This is an optimization exercise on Yosys and OpenROAD, whose aim is small area and a short achievable clock period, not a production implementation.
Where RTL was checked, it was by simulation tests only, not by an equivalence proof against the original.
Power and IR drop assume default switching activity.

// multiplier
module multiplier #(parameter N = 32) (
    input logic CLK, EN_mult, EN_blockRead, rst_n,
    input logic [15:0] mult_input0,
    input logic [15:0] mult_input1,
    input logic [N - 1:0] readMem_val,
    output logic RDY_mult, EN_readMem, EN_writeMem, VALID_memVal,
    output logic [N - 1:0] writeMem_val, memVal_data,
    output logic [5:0] writeMem_addr, readMem_addr
    );
make LEC_CHECK=0 CAP_MARGIN=20 CORE_MARGIN=2 CORE_UTILIZATION=65 CTS_CLUSTER_DIAMETER=75 CTS_CLUSTER_SIZE=25 SETUP_SLACK_MARGIN=1.87 SLEW_MARGIN=20 SYNTH_HIERARCHICAL=1 SYNTH_MINIMUM_KEEP_SIZE=0 finish   # period 3.6 ns
run.sh (not shown) runs the stock make flow with config.mk's settings and CLKGATE_MAP_FILE= SYNTH_SCRIPT=/design/flow/synth_recipe.tcl, a recipe that flattens the netlist after the stock synthesis.
Change:
--- a/flow/config.mk
+++ b/flow/config.mk
@@ -10,5 +10,5 @@
 export CORE_UTILIZATION = 65
-export CTS_CLUSTER_DIAMETER = 75
+export CTS_CLUSTER_DIAMETER = 90
 export CTS_CLUSTER_SIZE = 25
-export SETUP_SLACK_MARGIN = 1.87
+export SETUP_SLACK_MARGIN = 1.9
 export SLEW_MARGIN = 20
- The changed run passed the timing, DRC and antenna checks
- non-clock buffer count grows by 6
- final area grows by 1.3%
- wire length shrinks by 2.7%
- sequential power hardly moves
- power shrinks by 0.85%
- die area does not change
- via count barely changes
- global-route usage shrinks by 0.76 points
Change:
--- a/flow/config.mk
+++ b/flow/config.mk
@@ -10,4 +10,5 @@
 export CORE_UTILIZATION = 65
-export CTS_CLUSTER_DIAMETER = 90
+export CTS_CLUSTER_DIAMETER = 75
 export CTS_CLUSTER_SIZE = 25
+export PLACE_DENSITY_LB_ADDON = 0.15
 export SETUP_SLACK_MARGIN = 1.9
Clock skew goes up by 4.7 ps.
Via count is higher slightly.
Sequential share of layout area goes down by 0.16 points.
Sequential power is about the same.
Area after synthesis stays the same.
Final cell count hardly moves.
Synthesized cell count stays the same.
Power rose slightly.

* * *

multiplier again, from the RTL that the note above started with.
make LEC_CHECK=0 CAP_MARGIN=20 CORE_MARGIN=2 CORE_UTILIZATION=65 CTS_CLUSTER_DIAMETER=75 CTS_CLUSTER_SIZE=25 SETUP_SLACK_MARGIN=1.9 SLEW_MARGIN=20 SYNTH_HIERARCHICAL=1 SYNTH_MINIMUM_KEEP_SIZE=0 finish   # period 3.6 ns
Rerun with:
Settings changed: CTS_CLUSTER_DIAMETER 75 to default, CTS_CLUSTER_SIZE 25 to default.
What happened:
- setup slack degrades by 0.0031 ns
- final area came out higher by 3.5%
- area after synthesis stays the same
- total power is higher by 13%
- die area is unchanged
- via count came out higher by 2.4%
Rerun with:
Settings changed: CTS_CLUSTER_DIAMETER from default to 75, CTS_CLUSTER_SIZE from default to 30.
Combinational power barely changes.
Routed wire length falls by about 3.3%.
Critical path depth increases by 4.
Rerun with:
Settings changed: CTS_CLUSTER_DIAMETER 75 to default, CTS_CLUSTER_SIZE 30 to default, SETUP_SLACK_MARGIN 1.9 to 1.93.
What happened:
- The new run finished with timing, DRC and antenna clean
- critical path depth went down by 4
- clock-buffer cell count rises by 22
- power rose by 12%
- final area went up by 4.0%

* * *

## harbor
multiplier again, from the RTL that the note above started with.
Settings: LEC_CHECK=0, CAP_MARGIN=20, CORE_MARGIN=2, CORE_UTILIZATION=65, CTS_CLUSTER_DIAMETER=75, CTS_CLUSTER_SIZE=25, GPL_ROUTABILITY_DRIVEN=0, SETUP_SLACK_MARGIN=1.9, SLEW_MARGIN=20, SYNTH_HIERARCHICAL=1, SYNTH_MINIMUM_KEEP_SIZE=0; clock period 3.6 ns.
harbor ran to completion and came out clean on the timing, DRC and antenna checks.
Edits applied to the flow inputs when going from harbor to delta:
- clearing GPL_ROUTABILITY_DRIVEN, which used to be 0
- clearing CTS_CLUSTER_SIZE, which used to be 25
- swapping 75 for 60 in CTS_CLUSTER_DIAMETER
Results
- Highest ir drop seen on vdd, harbor and delta: smaller value in harbor
- delta: total via count after detailed routing 190 above harbor
- [diff] wire length of the first global-routing pass, delta relative to harbor: regression
For cedar, these inputs were changed with respect to delta:
- putting CTS_CLUSTER_SIZE at 30 where nothing was set
- swapping 60 for 65 in CTS_CLUSTER_DIAMETER
==> results.txt <==
Re final setup violation count: no difference whatsoever between cedar and delta.
Re area growth from synthesis to final layout: delta was higher than cedar.
Comparing register fraction of the total cell area for delta and cedar, the bigger number came from cedar.
The worst setup slack number comes out higher for cedar vs delta.
Routed via count, delta and cedar, higher one = delta.
Compared with delta, in cedar register clock-pin slew on the reported worst setup and hold paths went up; power moved down.
Diff delta -> cedar | post-route cell area | decrease of 1.7%
cedar improves on delta in register-to-register slack.
Changes observed in cedar relative to delta: relative slew slack moved down; post-layout minimum cycle time moved down.
> inputs changed (cedar -> lagoon)
- SETUP_SLACK_MARGIN changed from 1.9 to 1.8
- CTS_CLUSTER_DIAMETER removed (was 65)
- CTS_CLUSTER_SIZE removed (was 30)
--- outcome ---
Going from cedar to lagoon, the global-route usage over all layers was found to have gone up by 1.2 points.
Ratio of routed vias to standard cells shrinks slightly when moving from cedar to lagoon.
In the tables for lagoon and cedar, number of ordinary and repair buffers in the finished layout reads lower with lagoon.
Comparing final critical delay including setup and external delays for lagoon and cedar, the bigger number came from lagoon.
Post-layout total power (higher): lagoon
Per the comparison of lagoon with cedar, slack of the critical path lower; combinational group share of total power moved down; final instance count without filler cells up 13; normalized max-slew margin dropped 0.82 points.

* * *

== indigo ==
multiplier again, from the RTL that the note above started with.
// multiplier
module multiplier #(parameter N = 32) (
    input logic CLK, EN_mult, EN_blockRead, rst_n,
    input logic [15:0] mult_input0,
    input logic [15:0] mult_input1,
    input logic [N - 1:0] readMem_val,
    output logic RDY_mult, EN_readMem, EN_writeMem, VALID_memVal,
    output logic [N - 1:0] writeMem_val, memVal_data,
    output logic [5:0] writeMem_addr, readMem_addr
    );
make LEC_CHECK=0 CAP_MARGIN=20 CORE_MARGIN=2 CORE_UTILIZATION=65 CTS_CLUSTER_DIAMETER=75 CTS_CLUSTER_SIZE=25 SETUP_SLACK_MARGIN=1.92 SLEW_MARGIN=20 SYNTH_HIERARCHICAL=1 SYNTH_MINIMUM_KEEP_SIZE=0 finish   # period 3.6 ns
### indigo -> raven
--- a/flow/config.mk
+++ b/flow/config.mk
@@ -11,3 +11 @@
-export CTS_CLUSTER_DIAMETER = 75
-export CTS_CLUSTER_SIZE = 25
-export SETUP_SLACK_MARGIN = 1.92
+export SETUP_SLACK_MARGIN = 1.85
Results
- Going from indigo to raven, per-cell via count in the routed design went up 0.54%; clock skew held; period utilization went up 0.46 points; post-route total power went up about 13%; clock period minus worst slack went up 17 ps.
- raven reports its termination of the worst setup path as s0_621 while indigo reports s0_564.
- Going from indigo to raven, ratio of total power to cell area higher, fraction of standard cell area that is sequential moved down, maximum resistive drop on vdd was more or less identical.
Here is what was changed in the inputs of yarrow compared with raven.
--- a/flow/config.mk
+++ b/flow/config.mk
@@ -10,0 +11,2 @@
+export CTS_CLUSTER_DIAMETER = 75
+export CTS_CLUSTER_SIZE = 25
## What came out
met1 track demand over resource ended up 0.36 points lower on yarrow than on raven. Wire length after detailed routing (lower): yarrow. Summary of yarrow over raven: overall power of the completed layout shrank by 11%; area added between synthesis and finish dropped 4.7 points; final period demand of the worst path went up by 14 ps; total stage count of the critical path held steady; share of the clock period used by the worst path after layout rose 0.39 points. In yarrow the cell leakage power turned out about 4% lower than in raven.
Modified inputs, fjord compared to yarrow
--- a/flow/config.mk
+++ b/flow/config.mk
@@ -11,3 +11,3 @@
-export CTS_CLUSTER_DIAMETER = 75
-export CTS_CLUSTER_SIZE = 25
-export SETUP_SLACK_MARGIN = 1.85
+export CTS_CLUSTER_DIAMETER = 100
+export CTS_CLUSTER_SIZE = 20
+export SETUP_SLACK_MARGIN = 1.9
Setup slack improves in fjord relative to yarrow. Changes observed in fjord relative to yarrow: layout cell share with drive strength beyond 1 up 2.6 points, power consumption down 65 uW, number of max-cap violations flat. Cmp fjord vs yarrow: worst hold slack lower in fjord.

* * *

multiplier, a different RTL version from the one above (not shown whole).
Size: about 1,200 cells after synthesis, ~150 I/O pins, roughly 14,000 sq um of cells after synthesis.
clock: 3.6 ns
lec_check: 0
cap_margin: 20
core_margin: 2
core_utilization: 65
cts_buf_list: sky130_fd_sc_hd__clkbuf_4 sky130_fd_sc_hd__clkbuf_8
setup_slack_margin: 1.3
slew_margin: 20
synth_hierarchical: 1
synth_minimum_keep_size: 0
The starting point produced a clean layout.
Next try:
--- a/flow/config.mk
+++ b/flow/config.mk
@@ -11 +10,0 @@
-export CTS_BUF_LIST = sky130_fd_sc_hd__clkbuf_4 sky130_fd_sc_hd__clkbuf_8
The changed run produced a clean layout.
Synthesized cell count does not change.
Routed wire length rises by about 2.6%.
Clock-buffer cell count falls by 21.
Cell count falls by about 1.2%.
Non-clock buffer count rises by 2.
Critical path depth does not change.
Clock skew falls by 22 ps.
No functional check of the RTL was part of any run of this note.

* * *

multiplier, a different RTL version from the one above (not shown whole).
Size in the first run: ~1,300 cells after synthesis, roughly 150 I/O pins, roughly 15,000 um2 of cells after synthesis.
clock: 3.6 ns
lec_check: 0
cap_margin: 20
core_margin: 2
core_utilization: 75
setup_slack_margin: 1.8
slew_margin: 20
synth_hierarchical: 1
synth_minimum_keep_size: 0
Edit:
Settings changed: CORE_UTILIZATION 75 to 65.
Result: Wire length came out lower by 16%; worst setup slack is better by 0.046 ns; design area hardly moves; die area came out higher by 15%; via count came out lower by 9.7%; first-iteration DRC count came out lower by 50%; power came out lower by 3.9%; non-clock buffer count came out lower by 2.
Edit:
Settings changed: GPL_TIMING_DRIVEN set to 0, SETUP_SLACK_MARGIN 1.8 to 1.85.
After rerunning: The new run completed with no timing, DRC or antenna violations. Non-clock buffer count goes up by 187. Area after synthesis is unchanged. Clock power hardly moves. Register-to-register slack improves by 0.02 ns. Synthesized cell count stays the same. Design area goes up by about a fifth. Die area stays the same.
Edit:
==> flow/flow/run.sh (new file) <==
#!/bin/bash
# The standard layout, with OpenROAD's power recovery after global routing
# (downsizes gates on paths that have slack to spare).
bash standard.sh RECOVER_POWER=40 finish > standard.log 2>&1
==> flow/standard.sh (new file) <==
#!/bin/bash
# synth_recipe.tcl (not shown) runs the flow's synth.tcl, then flattens the netlist and writes it again
# the make line also repeats each setting of config.mk as NAME=value (left out here)
make -C /OpenROAD-flow-scripts/flow DESIGN_CONFIG=/design/flow/config.mk WORK_HOME=/design/flow/orfs CLKGATE_MAP_FILE= SYNTH_SCRIPT=/design/flow/synth_recipe.tcl "${@:-finish}"
Settings changed: GPL_TIMING_DRIVEN 0 to unset.
removed: flow/run.sh
Effect:
- The new run completed with no timing, DRC or antenna violations
- global-route usage drops by 5.4 points
- sequential cell count does not change
- clock-buffer cell count climbs by 8
- non-clock buffer count drops by 187
- worst hold slack is about the same
Edit:
==> flow/run.sh (new file) <==
#!/bin/bash
# synth_recipe.tcl (not shown) runs the flow's synth.tcl, then flattens the netlist and writes it again
# the make line also repeats each setting of config.mk as NAME=value (left out here)
make -C /OpenROAD-flow-scripts/flow DESIGN_CONFIG=/design/flow/config.mk WORK_HOME=/design/flow/orfs CLKGATE_MAP_FILE= SYNTH_SCRIPT=/design/flow/synth_recipe.tcl finish
Settings changed: SETUP_SLACK_MARGIN 1.85 to 1.8, TNS_END_PERCENT set to 30.
removed: flow/flow/run.sh
removed: flow/standard.sh
Effect: Design area falls by 2.1%. Fmax rises by 23%. Die area is unchanged. Worst setup slack gains 0.43 ns. Via count falls by 0.56%. Power falls by 3.4%. Utilization falls by 1.6 points. Clock skew hardly moves.
Edit:
==> flow/flow/run.sh (new file) <==
#!/bin/bash
# The standard layout, with OpenROAD's power recovery after global routing
# (downsizes gates on paths that have slack to spare).
bash standard.sh RECOVER_POWER=100 finish > standard.log 2>&1
==> flow/standard.sh (new file) <==
#!/bin/bash
# synth_recipe.tcl (not shown) runs the flow's synth.tcl, then flattens the netlist and writes it again
# the make line also repeats each setting of config.mk as NAME=value (left out here)
make -C /OpenROAD-flow-scripts/flow DESIGN_CONFIG=/design/flow/config.mk WORK_HOME=/design/flow/orfs CLKGATE_MAP_FILE= SYNTH_SCRIPT=/design/flow/synth_recipe.tcl "${@:-finish}"
Settings changed: SETUP_SLACK_MARGIN 1.8 to 1.85, TNS_END_PERCENT 30 to unset.
removed: flow/run.sh
Effect: The changed run finished with timing, DRC and antenna clean. Combinational power fell by about 1%. Maximum frequency is lower by 23%. Clock-buffer cell count went up by 4. Worst setup slack got worse by 0.56 ns. Utilization increases by 0.42 points. Synthesized area does not change. Die area does not change. Routed wire length rises by 2.1%. Hold slack is about the same. Clock skew is about the same. Critical path depth grows by 8.

==> what the ideal ports hide <==
The flow's constraints put no driver on any port. The routed layouts listed below were extracted and timed again, unchanged, in two steps.
Step 1 assumes that a clkbuf_16 drives the clock port and a buf_2 every other input.
Step 2 also shifts input and output timing later by t, the mid clock arrival at the registers, as if the neighbouring blocks saw the same clock.
Three values: ideal, step 1, step 2; two values: the first two.
run | t (ns) | setup WS [ns] | worst register clock-pin slew, ns
the first run of note 1 | 0.551 | 1.850 / 1.846 / 1.327 | 0.10 / 0.10
the second run of note 1 | 0.542 | 1.860 / 1.855 / 1.315 | 0.10 / 0.10
the third run of note 1 | 0.538 | 1.857 / 1.860 / 1.322 | 0.10 / 0.10
the first run of note 2 | 0.551 | 1.881 / 1.846 / 1.334 | 0.10 / 0.10
the second run of note 2 | 0.595 | 1.878 / 1.829 / 1.311 | 0.07 / 0.07
the third run of note 2 | 0.552 | 1.874 / 1.840 / 1.321 | 0.11 / 0.11
the fourth run of note 2 | 0.595 | 1.876 / 1.827 / 1.328 | 0.07 / 0.07
harbor | 0.551 | 1.881 / 1.846 / 1.334 | 0.10 / 0.10
delta | 0.616 | 1.852 / 1.803 / 1.315 | 0.07 / 0.07
cedar | 0.562 | 1.880 / 1.833 / 1.330 | 0.10 / 0.10
lagoon | 0.548 | 1.796 / 1.772 / 1.274 | 0.06 / 0.06
indigo | 0.552 | 1.862 / 1.847 / 1.330 | 0.10 / 0.10
raven | 0.599 | 1.845 / 1.817 / 1.268 | 0.07 / 0.07
yarrow | 0.552 | 1.832 / 1.841 / 1.307 | 0.10 / 0.10
fjord | 0.543 | 1.866 / 1.862 / 1.326 | 0.09 / 0.09
the first run of note 5 | 0.554 | 1.264 / 1.283 / 0.729 | 0.06 / 0.06
the second run of note 5 | 0.545 | 1.324 / 1.336 / 0.804 | 0.07 / 0.07
the first run of note 6 | 0.598 | 1.770 / 1.776 / 1.198 | 0.07 / 0.07
the second run of note 6 | 0.607 | 1.816 / 1.786 / 1.238 | 0.07 / 0.07
the third run of note 6 | 0.609 | 1.770 / 1.733 / 1.167 | 0.08 / 0.08
the fourth run of note 6 | 0.544 | 1.325 / 1.338 / 0.793 | 0.06 / 0.06
the fifth run of note 6 | 0.592 | 1.755 / 1.706 / 1.202 | 0.06 / 0.06
the sixth run of note 6 | 0.544 | 1.192 / 1.192 / 0.843 | 0.06 / 0.06
After both steps setup and hold are still met in every run listed. The setup slack of the third run of note 6, which loses most, moves by -0.037 ns with the drivers and by -0.603 ns with both steps.
